What follows belongs to an exercise in optimizing a design on an open flow for small area and a short achievable clock period; a production flow would make more cautious choices.
The RTL was checked by simulation tests, not by an equivalence proof against the original design.
Power figures rest on the tool's default switching activity, not on a simulated workload.

==> run a <==
## resizer
module resizer (
	input clk,
	input rst,
	input s_valid_i,
	input s_last_i,
	input [2:0] s_keep_i,
	input [11:0] s_data_i,
	output wire s_ready_o,
	output m_valid_o,
	input m_ready_i,
	output m_last_o,
	output [1:0] m_keep_o,
	output [7:0] m_data_o
);
export LEC_CHECK = 0
export CAP_MARGIN = 20
export CORE_MARGIN = 2
export CORE_UTILIZATION = 70
export SETUP_SLACK_MARGIN = 3.8
export SLEW_MARGIN = 20
export SYNTH_HIERARCHICAL = 1
create_clock -name core_clock -period 6.0 [get_ports {clk}]
standard.sh (not shown) runs the stock make flow with config.mk's settings and CLKGATE_MAP_FILE= SYNTH_SCRIPT=/design/flow/synth_recipe.tcl, a recipe that flattens the netlist after the stock synthesis.
==> flow/flow/run.sh <==
#!/bin/bash
# Standard ORFS layout (the standard.sh, unchanged synthesis), with two
# placement/CTS choices: plain buf_4 cells as the port buffers, and clock tree
# synthesis without dummy loads.  Each tool's output goes to its own log here.
set -uo pipefail
export BUFFER_PORTS_ARGS="-buffer_cell sky130_fd_sc_hd__buf_4"
export CTS_ARGS="-sink_clustering_enable -repair_clock_nets -dont_use_dummy_load -root_buf sky130_fd_sc_hd__clkbuf_16 -buf_list sky130_fd_sc_hd__clkbuf_4 -sink_clustering_buffer sky130_fd_sc_hd__clkbuf_4 -sink_clustering_size 10 -sink_clustering_max_diameter 50"
bash standard.sh synth > flow_synth.log 2>&1
bash standard.sh floorplan > flow_floorplan.log 2>&1
bash standard.sh place > flow_place.log 2>&1
bash standard.sh cts > flow_cts.log 2>&1
bash standard.sh route > flow_route.log 2>&1
bash standard.sh finish > flow_finish.log 2>&1
==> run b (differences from run a) <==
==> flow/design.v (replaced) <==
module rz_ao222n (
	input a0, b0, a1, b1, a2, b2,
	output y
);
assign y = ~((a0 & b0) | (a1 & b1) | (a2 & b2));
endmodule
module rz_nand2 (input a, b, output y);
assign y = ~(a & b);
endmodule
module rz_nor3 (input a, b, c, output y);
assign y = ~(a | b | c);
endmodule
module rz_or12n (input [11:0] y, output o);
wire [5:0] p;
wire [1:0] n;
genvar i;
generate
for (i = 0; i < 6; i = i + 1) begin : l1
	rz_nand2 u (.a(y[2*i]), .b(y[2*i+1]), .y(p[i]));
end
endgenerate
rz_nor3 u_n0 (.a(p[0]), .b(p[1]), .c(p[2]), .y(n[0]));
rz_nor3 u_n1 (.a(p[3]), .b(p[4]), .c(p[5]), .y(n[1]));
rz_nand2 u_o (.a(n[0]), .b(n[1]), .y(o));
endmodule
module rz_read (
	input  [359:0] kd,       
	input  [23:0]  lb,       
	input  [10:0]  r,        
	output [11:0]  rd,
	output         rz        
);
wire [35:0] sel;
genvar s;
generate
for (s = 0; s < 36; s = s + 1) begin : dec
	assign sel[s] = r[5 + s/6] & r[3 + (s%6)/3] & r[s%3];
end
endgenerate
genvar b, g;
generate
for (b = 0; b < 12; b = b + 1) begin : bt
	if ((b % 6) == 1) begin : lastbit
		localparam integer OFF = (b / 6);       
		localparam integer I0 = (OFF == 0) ? 1 : 2;
		wire [3:0] y;
		for (g = 0; g < 4; g = g + 1) begin : grp
			rz_ao222n u (
				.a0(sel[I0 + 9*g]),     .b0(lb[(2*(I0 + 9*g)     + OFF) / 3]),
				.a1(sel[I0 + 9*g + 3]), .b1(lb[(2*(I0 + 9*g + 3) + OFF) / 3]),
				.a2(sel[I0 + 9*g + 6]), .b2(lb[(2*(I0 + 9*g + 6) + OFF) / 3]),
				.y(y[g]));
		end
		assign rd[b] = ~&y;
	end else begin : kdbit
		localparam integer OFF = (b / 6);
		localparam integer F = b % 6;
		localparam integer KB = (F == 0) ? 0 : F - 1;    
		wire [11:0] y;
		for (g = 0; g < 12; g = g + 1) begin : grp
			rz_ao222n u (
				.a0(sel[3*g]),   .b0(kd[5*(2*(3*g)   + OFF) + KB]),
				.a1(sel[3*g+1]), .b1(kd[5*(2*(3*g+1) + OFF) + KB]),
				.a2(sel[3*g+2]), .b2(kd[5*(2*(3*g+2) + OFF) + KB]),
				.y(y[g]));
		end
		rz_or12n u_or (.y(y), .o(rd[b]));
	end
end
endgenerate
wire [35:0] z;
genvar i;
generate
for (i = 0; i < 36; i = i + 1) begin : zw
	if ((i % 3) == 1) begin : l0
		assign z[i] = kd[5*(2*i)] | (kd[5*(2*i+1)] & ~lb[(2*i)/3]);
	end else begin : nl0
		assign z[i] = kd[5*(2*i)] | kd[5*(2*i+1)];
	end
end
endgenerate
wire [11:0] yz;
generate
for (g = 0; g < 12; g = g + 1) begin : zg
	rz_ao222n u (
		.a0(sel[3*g]),   .b0(z[3*g]),
		.a1(sel[3*g+1]), .b1(z[3*g+1]),
		.a2(sel[3*g+2]), .b2(z[3*g+2]),
		.y(yz[g]));
end
endgenerate
rz_or12n u_orz (.y(yz), .o(rz));
endmodule
module rz_wen (
	input  [4:0]  w,
	input         wr,
	input         rst_q,
	output [23:0] en
);
genvar gs;
generate
for (gs = 0; gs < 24; gs = gs + 1) begin : slot
	assign en[gs] = rst_q | (wr & (w == gs));
end
endgenerate
endmodule
module rz_next (
	input  [4:0]  w,
	input         w23, wz,     
	input  [10:0] r,           
	input         r35,         
	input  [3:0]  d,
	input         dz, d1,      
	input         ov, uf, pu, rep, sev,
	input  [11:0] me,
	input  [1:0]  mk,
	input  [11:0] rd,
	input         rz,          
	output [4:0]  w_0, w_1,
	output        w23_0, w23_1, wz_0, wz_1,
	output [10:0] r_0, r_1,
	output        r35_0, r35_1,
	output [3:0]  d_0, d_1,
	output        dz_0, dz_1, d1_0, d1_1,
	output        ov_0, ov_1, uf_0, uf_1, pu_0, pu_1, rep_0, rep_1,
	output [1:0]  mk_0, mk_1,
	output        mv_0, mv_1, ml_0, ml_1
);
wire ow  = w[0];
wire or0 = r[0];
wire or1 = r[1];
wire or2 = r[2];
wire p1  = dz & (or2 | (or1 & ~ow)) | (d1 & or0 & ow);    
wire p2  = dz & ((or0 & ~ow) | (or1 & ow));               
wire p0  = dz & or0 & ~ow;                                
wire a   = sev & ~ov;
wire wrapw = w23 & a;
wire [4:0]  winc = w23 ? 5'd0 : w + 5'd1;
wire        w22  = (w == 5'd22);
wire [10:0] rinc;
assign rinc[2:0]  = {r[1:0], r[2]};
assign rinc[4:3]  = r[2] ? {r[3], r[4]} : r[4:3];
assign rinc[10:5] = (r[2] & r[4]) ? {r[9:5], r[10]} : r[10:5];
wire        r34  = r[10] & r[4] & r[1];
wire [3:0]  d_up = (d == 4'd11) ? 4'd0  : d + 4'd1;
wire [3:0]  d_dn = (d == 4'd0)  ? 4'd11 : d - 4'd1;
wire        d11  = (d == 4'd11);
wire        d2   = (d == 4'd2);
reg [4:0]  w_n [0:1];
reg [10:0] r_n [0:1];
reg [3:0]  d_n [0:1];
reg w23_n [0:1], wz_n [0:1], r35_n [0:1], dz_n [0:1], d1_n [0:1];
reg ov_n [0:1];
reg uf_n [0:1];
reg c1, c2, mer, ovx, ufx, wi, ri, wb, rb, up, dn;
integer k;
always @* begin
	for (k = 0; k < 2; k = k + 1) begin
		mer = (k == 1) & ~rep;
		c1 = p1 & ~(wrapw ^ (r35 & mer & ~uf));
		c2 = p2 & ~wz & ~wrapw;
		ovx = ov; ufx = uf;
		if (a) begin
			ufx = 1'b0;
			if (c1) ovx = 1'b1;
		end
		if (mer && !ufx) begin
			if (!c1) ovx = 1'b0;
			if (c2) ufx = 1'b1;
		end
		wi = sev & ~ovx;
		ri = mer & ~p0;
		wb = wi & ow;       
		rb = ri & or2;      
		up = rb & ~wb;
		dn = wb & ~rb;
		if (ufx) begin
			w_n[k] = 5'd0;  w23_n[k] = 1'b0; wz_n[k] = 1'b1;
			r_n[k] = 11'b000001_01_001; r35_n[k] = 1'b0;
			d_n[k] = 4'd0;  dz_n[k] = 1'b1;  d1_n[k] = 1'b0;
		end else begin
			w_n[k]   = wi ? winc : w;
			w23_n[k] = wi ? w22 : w23;
			wz_n[k]  = wi ? w23 : wz;
			r_n[k]   = ri ? rinc : r;
			r35_n[k] = ri ? r34 : r35;
			d_n[k]   = up ? d_up : dn ? d_dn : d;
			dz_n[k]  = up ? d11 : dn ? d1 : dz;
			d1_n[k]  = up ? dz : dn ? d2 : d1;
		end
		ov_n[k] = ufx ? 1'b0 : ovx;
		uf_n[k] = ufx;
	end
end
function [1:0] keep_res(input [11:0] e, input rp, input [1:0] pk);
	reg [1:0] la, ke;
	begin
		la = {e[7], e[1]};
		ke = {e[6], e[0]};
		if (la != 0)
			keep_res = rp ? ~pk : (((la - 2'd1) | la) & ke);
		else
			keep_res = ke;
	end
endfunction
wire u0 = uf | uf_n[0];
wire u1 = uf | uf_n[1];
wire [1:0] kr0 = keep_res(me, rep, mk);
assign w_0   = w_n[0];
assign w23_0 = w23_n[0];
assign wz_0  = wz_n[0];
assign r35_0 = r35_n[0];
assign dz_0  = dz_n[0];
assign d1_0  = d1_n[0];
assign w23_1 = w23_n[1];
assign wz_1  = wz_n[1];
assign r35_1 = r35_n[1];
assign dz_1  = dz_n[1];
assign d1_1  = d1_n[1];
assign r_0   = r_n[0];
assign d_0   = d_n[0];
assign ov_0  = ov_n[0];
assign uf_0  = uf_n[0];
assign pu_0  = u0;
assign rep_0 = ~rep & me[1] & ~me[7] & ~u0;
assign mk_0  = kr0;
assign mv_0  = ~(u0 & pu) & (kr0 != 2'd0);
assign ml_0  = ~rep & (me[1] | me[7]);
assign w_1   = w_n[1];
assign r_1   = r_n[1];
assign d_1   = d_n[1];
assign ov_1  = ov_n[1];
assign uf_1  = uf_n[1];
assign pu_1  = u1;
assign rep_1 = rd[1] & ~u1;
assign mk_1  = {rd[6] & ~rd[1], rd[0]};
assign mv_1  = ~(u1 & pu) & rz;
assign ml_1  = rd[1] | rd[7];
endmodule
module resizer (
	input clk,
	input rst,
	input s_valid_i,
	input s_last_i,
	input [2:0] s_keep_i,
	input [11:0] s_data_i,
	output wire s_ready_o,
	output m_valid_o,
	input m_ready_i,
	output m_last_o,
	output [1:0] m_keep_o,
	output [7:0] m_data_o
);
reg        sev;         
reg [15:0] se;          
always @(posedge clk) begin
	if (rst) begin
		sev <= 1'b0;
		se  <= 16'd0;
	end else begin
		sev <= s_valid_i;
		se  <= {s_last_i, s_data_i[11:8], s_keep_i[2], s_data_i[7:4], s_keep_i[1], s_data_i[3:0], s_keep_i[0]};
	end
end
reg rst_q;
always @(posedge clk) rst_q <= rst;
reg [4:0] w;        
reg w23, wz;        
reg [10:0] r;       
reg r35;            
reg [3:0] d;        
reg dz, d1;         
reg nov;            
reg uf;             
reg pu;             
reg rep;            
reg [11:0] me;      
reg [1:0]  mk;      
reg        mv, ml;
reg [359:0] kd;     
reg [23:0]  lb;     
wire [23:0] en;
rz_wen u_wen (.w(w), .wr(sev & nov), .rst_q(rst_q), .en(en));
genvar gs;
generate
for (gs = 0; gs < 24; gs = gs + 1) begin : slot
	always @(posedge clk) begin
		if (en[gs]) begin
			kd[15*gs +: 15] <= se[14:0];
			lb[gs]          <= se[15];
		end
	end
end
endgenerate
wire [11:0] rd;
wire        rz;
rz_read u_read (.kd(kd), .lb(lb), .r(r), .rd(rd), .rz(rz));
wire [4:0] w_0, w_1;
wire [10:0] r_0, r_1;
wire w23_0, w23_1, wz_0, wz_1, r35_0, r35_1, dz_0, dz_1, d1_0, d1_1;
wire [3:0] d_0, d_1;
wire ov_0, ov_1, uf_0, uf_1, pu_0, pu_1, rep_0, rep_1, mv_0, mv_1, ml_0, ml_1;
wire [1:0] mk_0, mk_1;
rz_next u_next (
	.w(w), .w23(w23), .wz(wz), .r(r), .r35(r35), .d(d), .dz(dz), .d1(d1), .ov(~nov), .uf(uf), .pu(pu), .rep(rep), .sev(sev),
	.me(me), .mk(mk), .rd(rd), .rz(rz),
	.w_0(w_0), .w_1(w_1), .r_0(r_0), .r_1(r_1), .d_0(d_0), .d_1(d_1),
	.w23_0(w23_0), .w23_1(w23_1), .wz_0(wz_0), .wz_1(wz_1), .r35_0(r35_0), .r35_1(r35_1),
	.dz_0(dz_0), .dz_1(dz_1), .d1_0(d1_0), .d1_1(d1_1),
	.ov_0(ov_0), .ov_1(ov_1), .uf_0(uf_0), .uf_1(uf_1), .pu_0(pu_0), .pu_1(pu_1),
	.rep_0(rep_0), .rep_1(rep_1), .mk_0(mk_0), .mk_1(mk_1),
	.mv_0(mv_0), .mv_1(mv_1), .ml_0(ml_0), .ml_1(ml_1));
wire mr = m_ready_i & ~rep;    
always @(posedge clk) begin
	if (rst) begin
		w <= 0; w23 <= 0; wz <= 1; r <= 11'd0; r35 <= 0; d <= 0; dz <= 1; d1 <= 0; nov <= 1; uf <= 1; pu <= 1; rep <= 0;
		mk <= 0; mv <= 0; ml <= 0;
	end else begin
		w   <= m_ready_i ? w_1   : w_0;
		w23 <= m_ready_i ? w23_1 : w23_0;
		wz  <= m_ready_i ? wz_1  : wz_0;
		r   <= m_ready_i ? r_1   : r_0;
		r35 <= m_ready_i ? r35_1 : r35_0;
		d   <= m_ready_i ? d_1   : d_0;
		dz  <= m_ready_i ? dz_1  : dz_0;
		d1  <= m_ready_i ? d1_1  : d1_0;
		nov <= m_ready_i ? ~ov_1 : ~ov_0;
		uf  <= m_ready_i ? uf_1  : uf_0;
		pu  <= m_ready_i ? pu_1  : pu_0;
		rep <= mr ? rep_1 : rep_0;
		mk  <= mr ? mk_1  : mk_0;
		mv  <= mr ? mv_1  : mv_0;
		ml  <= mr ? ml_1  : ml_0;
	end
end
always @(posedge clk) begin
	if (rst)
		me <= 12'd0;
	else
		me <= mr ? rd : me;
end
assign s_ready_o = nov;
assign m_valid_o = mv;
assign m_last_o  = ml;
assign m_keep_o  = mk;
assign m_data_o  = {me[11:8], me[5:2]};
endmodule
==> flow/flow/run.sh (replaced) <==
#!/bin/bash
# Standard ORFS layout (the standard.sh, unchanged synthesis), with two
# placement/CTS choices: plain buf_4 cells as the port buffers, and clock tree
# synthesis without dummy loads.  Each tool's output goes to its own log here.
set -uo pipefail
export BUFFER_PORTS_ARGS="-buffer_cell sky130_fd_sc_hd__buf_4"
export CTS_ARGS="-sink_clustering_enable -repair_clock_nets -dont_use_dummy_load -root_buf sky130_fd_sc_hd__clkbuf_16 -buf_list sky130_fd_sc_hd__clkbuf_8 -sink_clustering_buffer sky130_fd_sc_hd__clkbuf_8 -sink_clustering_size 16 -sink_clustering_max_diameter 70"
bash standard.sh synth > flow_synth.log 2>&1
bash standard.sh floorplan > flow_floorplan.log 2>&1
bash standard.sh place > flow_place.log 2>&1
bash standard.sh cts > flow_cts.log 2>&1
bash standard.sh route > flow_route.log 2>&1
bash standard.sh finish > flow_finish.log 2>&1
==> flow/config.mk (replaced) <==
export PLATFORM = sky130hd
export DESIGN_NAME = resizer
export DESIGN_NICKNAME = resizer
export VERILOG_FILES = /design/flow/design.v
export SDC_FILE = /design/flow/constraint.sdc
export NUM_CORES = 4
export LEC_CHECK = 0
export CAP_MARGIN = 20
export CORE_MARGIN = 2
export CORE_UTILIZATION = 60
export SETUP_SLACK_MARGIN = 3.7
export SLEW_MARGIN = 20
export SYNTH_HIERARCHICAL = 1
==> run notes <==
share of cells above drive strength 1=0.180; Resized cells post-CTS=37; clk cell area share=0.0270; Die ar.=0.0316 mm2; Synth top area share=0.637; Synth Area in Simple Gates=0.123; #MultiIn Comb=685; Reg power frac=0.686; Seq power=3740 uW; routed vias/inst=6.89; total power=5450 uW; status=no timing/DRC/antenna violations; CLK BUF=34
# the run above: run b

==> run notes <==
Resized cells post-CTS=71; status=no timing/DRC/antenna violations; Seq power=3780 uW; Reg power frac=0.692; share of cells above drive strength 1=0.220; CLK BUF=53; routed vias/inst=7.15; total power=5470 uW; Die ar.=0.0274 mm2; Synth top area share=0.632; #MultiIn Comb=714
# the run above: run a

## separate check: timing with driven ports
Ports are ideal in the flow. The routed layouts listed here were re-timed in OpenROAD. Step 1, drivers: a clkbuf_16 drives clk and a buf_2 each remaining input, both assumed. Step 2 moves the port delays by t, midway between the first and last clock arrival at a register: inputs arrive t later, outputs are due t later. That takes back most of the time a late clock gives input paths. Three values: ideal, step 1, step 2; two values: the first two.
| run | shift t [ns] | setup WS [ns] | clock arrival spread, ns |
|---|---|---|---|
| run a | 0.557 | 3.761 / 3.761 / 3.518 | 0.055 / 0.056 |
| run b | 0.535 | 3.679 / 3.679 / 3.413 | 0.080 / 0.079 |
After both steps every run listed still meets setup and hold. For run b, which loses most, drivers alone change the setup slack by 0.000 ns; drivers and shift together by -0.266 ns.
